Context: an optimization exercise on an open-source flow, tuned for small area, a short achievable clock period and few clock cycles per item. The choices shown serve that exercise and are no tape-out recipe.
Only simulation tests tie the RTL to the original design; equivalence was not proved.
Power is estimated from default activity; no workload was simulated.

// rsa_wrapper
module rsa_wrapper #(parameter N = 512, parameter LOGN = 9)
(
    input           clk,
    input           resetn,
    input  [  31:0] arm_to_fpga_cmd,
    input           arm_to_fpga_cmd_valid,
    output          fpga_to_arm_done,
    input           fpga_to_arm_done_read,
    input           arm_to_fpga_data_valid,
    output          arm_to_fpga_data_ready,
    input  [N-1:0] arm_to_fpga_data,
    output          fpga_to_arm_data_valid,
    input           fpga_to_arm_data_ready,
    output [N-1:0] fpga_to_arm_data);
    reg st_idle, st_rd, st_wr, st_comp, st_done;
    reg [2:0] slot;
    wire cmd_go   = st_idle & arm_to_fpga_cmd_valid;
    wire start    = cmd_go & arm_to_fpga_cmd[0];
    wire core_fin;
    always @(posedge clk) begin
        if (resetn == 1'b0) begin
            st_idle <= 1'b1;
            st_rd   <= 1'b0;
            st_wr   <= 1'b0;
            st_comp <= 1'b0;
            st_done <= 1'b0;
            slot    <= 3'd0;
        end else begin
            if (cmd_go) begin
                st_idle <= 1'b0;
                case (arm_to_fpga_cmd[1:0])
                    2'd0:    st_rd   <= 1'b1;
                    2'd2:    st_wr   <= 1'b1;
                    default: st_comp <= 1'b1;
                endcase
            end
            if (rd_ready & arm_to_fpga_data_valid) begin
                st_rd   <= 1'b0;
                st_done <= 1'b1;
                slot    <= (slot == 3'd4) ? 3'd0 : slot + 3'd1;
            end
            if (st_wr & fpga_to_arm_data_ready) begin
                st_wr   <= 1'b0;
                st_done <= 1'b1;
            end
            if (st_comp & core_fin) begin
                st_comp <= 1'b0;
                st_done <= 1'b1;
            end
            if (st_done & fpga_to_arm_done_read) begin
                st_done <= 1'b0;
                st_idle <= 1'b1;
            end
        end
    end
    reg  [2:0]   ph;
    reg  [2:0]   lc;
    reg  [519:0] msg_r, exp_r, r2_r;
    reg  [N-1:0] nmod;
    wire [519:0] din_e  = {8'b0, arm_to_fpga_data};
  ...
Size in the first run: ~21,000 cells after synthesis, about 4,800 flip-flops, roughly 1,100 I/O pins, roughly 250,000 um2 of cells after synthesis.
Settings: LEC_CHECK=0, CAP_MARGIN=30, CORE_MARGIN=2, CORE_UTILIZATION=40, CTS_CLUSTER_DIAMETER=150, CTS_CLUSTER_SIZE=20, SETUP_SLACK_MARGIN=5, SLEW_MARGIN=50; clock period 9.0 ns.
run.sh (not shown) runs the stock make flow with config.mk's settings and CLKGATE_MAP_FILE= SYNTH_SCRIPT=/design/flow/synth_recipe.tcl, a recipe that flattens the netlist after the stock synthesis.
The starting point completed, yet does not pass: antenna rules.
Testbench counts at the start, summed over its fixed seeds: cycles 402,877, ops 12.
Next try:
--- a/flow/config.mk
+++ b/flow/config.mk
@@ -8,7 +8,7 @@
 export CAP_MARGIN = 30
 export CORE_MARGIN = 2
-export CORE_UTILIZATION = 40
-export CTS_CLUSTER_DIAMETER = 150
-export CTS_CLUSTER_SIZE = 20
+export CORE_UTILIZATION = 50
+export CTS_CLUSTER_DIAMETER = 120
+export CTS_CLUSTER_SIZE = 24
 export SETUP_SLACK_MARGIN = 5
 export SLEW_MARGIN = 50
This time the run went through all stages and came out clean.
Register-to-register slack loses 40 ps.
Sequential cell count stays the same.
Clock-buffer cell count falls by 77.
Die area falls by about 20%.
Area after synthesis does not change.
Global-route usage rises by 8.7 points.
Combinational power falls by about 2%.
Final cell count falls by about 5.4%.
Setup slack loses 37 ps.
Non-clock buffer count rises by 29.
Next try:
--- a/flow/config.mk
+++ b/flow/config.mk
@@ -8,7 +8,8 @@
 export CAP_MARGIN = 30
 export CORE_MARGIN = 2
-export CORE_UTILIZATION = 50
-export CTS_CLUSTER_DIAMETER = 120
-export CTS_CLUSTER_SIZE = 24
+export CORE_UTILIZATION = 40
+export CTS_CLUSTER_DIAMETER = 150
+export CTS_CLUSTER_SIZE = 20
+export PLACE_DENSITY = 0.65
 export SETUP_SLACK_MARGIN = 5
 export SLEW_MARGIN = 50
Non-clock buffer count went down by 7; die area increases by 25%; final cell count rises by 5.9%; setup slack gets worse by 11 ps; synthesized cell count is unchanged.

Setup of job 6171:
rsa_wrapper again, from the RTL that the note above started with.
make LEC_CHECK=0 CAP_MARGIN=30 CORE_MARGIN=2 CORE_UTILIZATION=45 CTS_CLUSTER_DIAMETER=150 CTS_CLUSTER_SIZE=20 SETUP_SLACK_MARGIN=5 SLEW_MARGIN=50 finish   # period 9.0 ns
Testbench counts of job 6171, summed over its fixed seeds: cycles 402,877, ops 12.
Setup changes, job 6171 to job 5376
Settings: CORE_UTILIZATION changed from 45 to 50; CAP_MARGIN changed from 30 to 20; SLEW_MARGIN changed from 50 to 20.
[summary]
- There was hardly any difference in clock network power share between job 6171 and job 5376.
- In job 5376 the final area turned out about 1.1% lower than in job 6171.
- On area fraction of clock buffers and clock inverters, job 6171 tracks job 5376 almost exactly.
diff inputs: job 5376 => job 8925
Settings: a change of CORE_UTILIZATION from 50 to 40; a change of CAP_MARGIN from 20 to 30; a deleted CTS_CLUSTER_DIAMETER that had been 150; a change of SLEW_MARGIN from 20 to 50; a deleted CTS_CLUSTER_SIZE that had been 20.
## What came out
In job 8925 relative to job 5376, total setup buffers inserted after CTS had gone down by more than a quarter.
Job 8925 vs job 5376, end point of the critical path: core.X[506] vs core.q1m1
Job 8925 vs. job 5376: number of rows created at floorplan now larger; share of the clock period used by the worst path now smaller.

static timing again, ports no longer ideal:
How much do the figures lean on ideal ports? The routed layouts below were timed once more, with nothing changed but the port constraints. Step 1, drivers: a clkbuf_16 drives clk and a buf_2 each remaining input, both assumed. Step 2 times the ports against the registers' clock, not the clock port: input delays grow and output delays shrink by t, the midpoint of the rising clock arrivals with the driver on. Three values: ideal, step 1, step 2; two values: the first two.
run	t (ns)	setup slack, ns	worst setup path after step 2
the first run of note 1	1.173	4.904 / 4.776 / 4.511	input to register
the second run of note 1	1.153	4.868 / 4.792 / 4.386	input to register
the third run of note 1	1.194	4.857 / 4.768 / 4.157	input to register
job 6171	1.192	4.862 / 4.792 / 4.257	input to register
job 5376	1.150	4.801 / 4.801 / 4.263	input to register
job 8925	1.243	4.900 / 4.780 / 4.460	input to register
The setup slack of the third run of note 1, which loses most, moves by -0.089 ns with the drivers and by -0.700 ns with both steps.
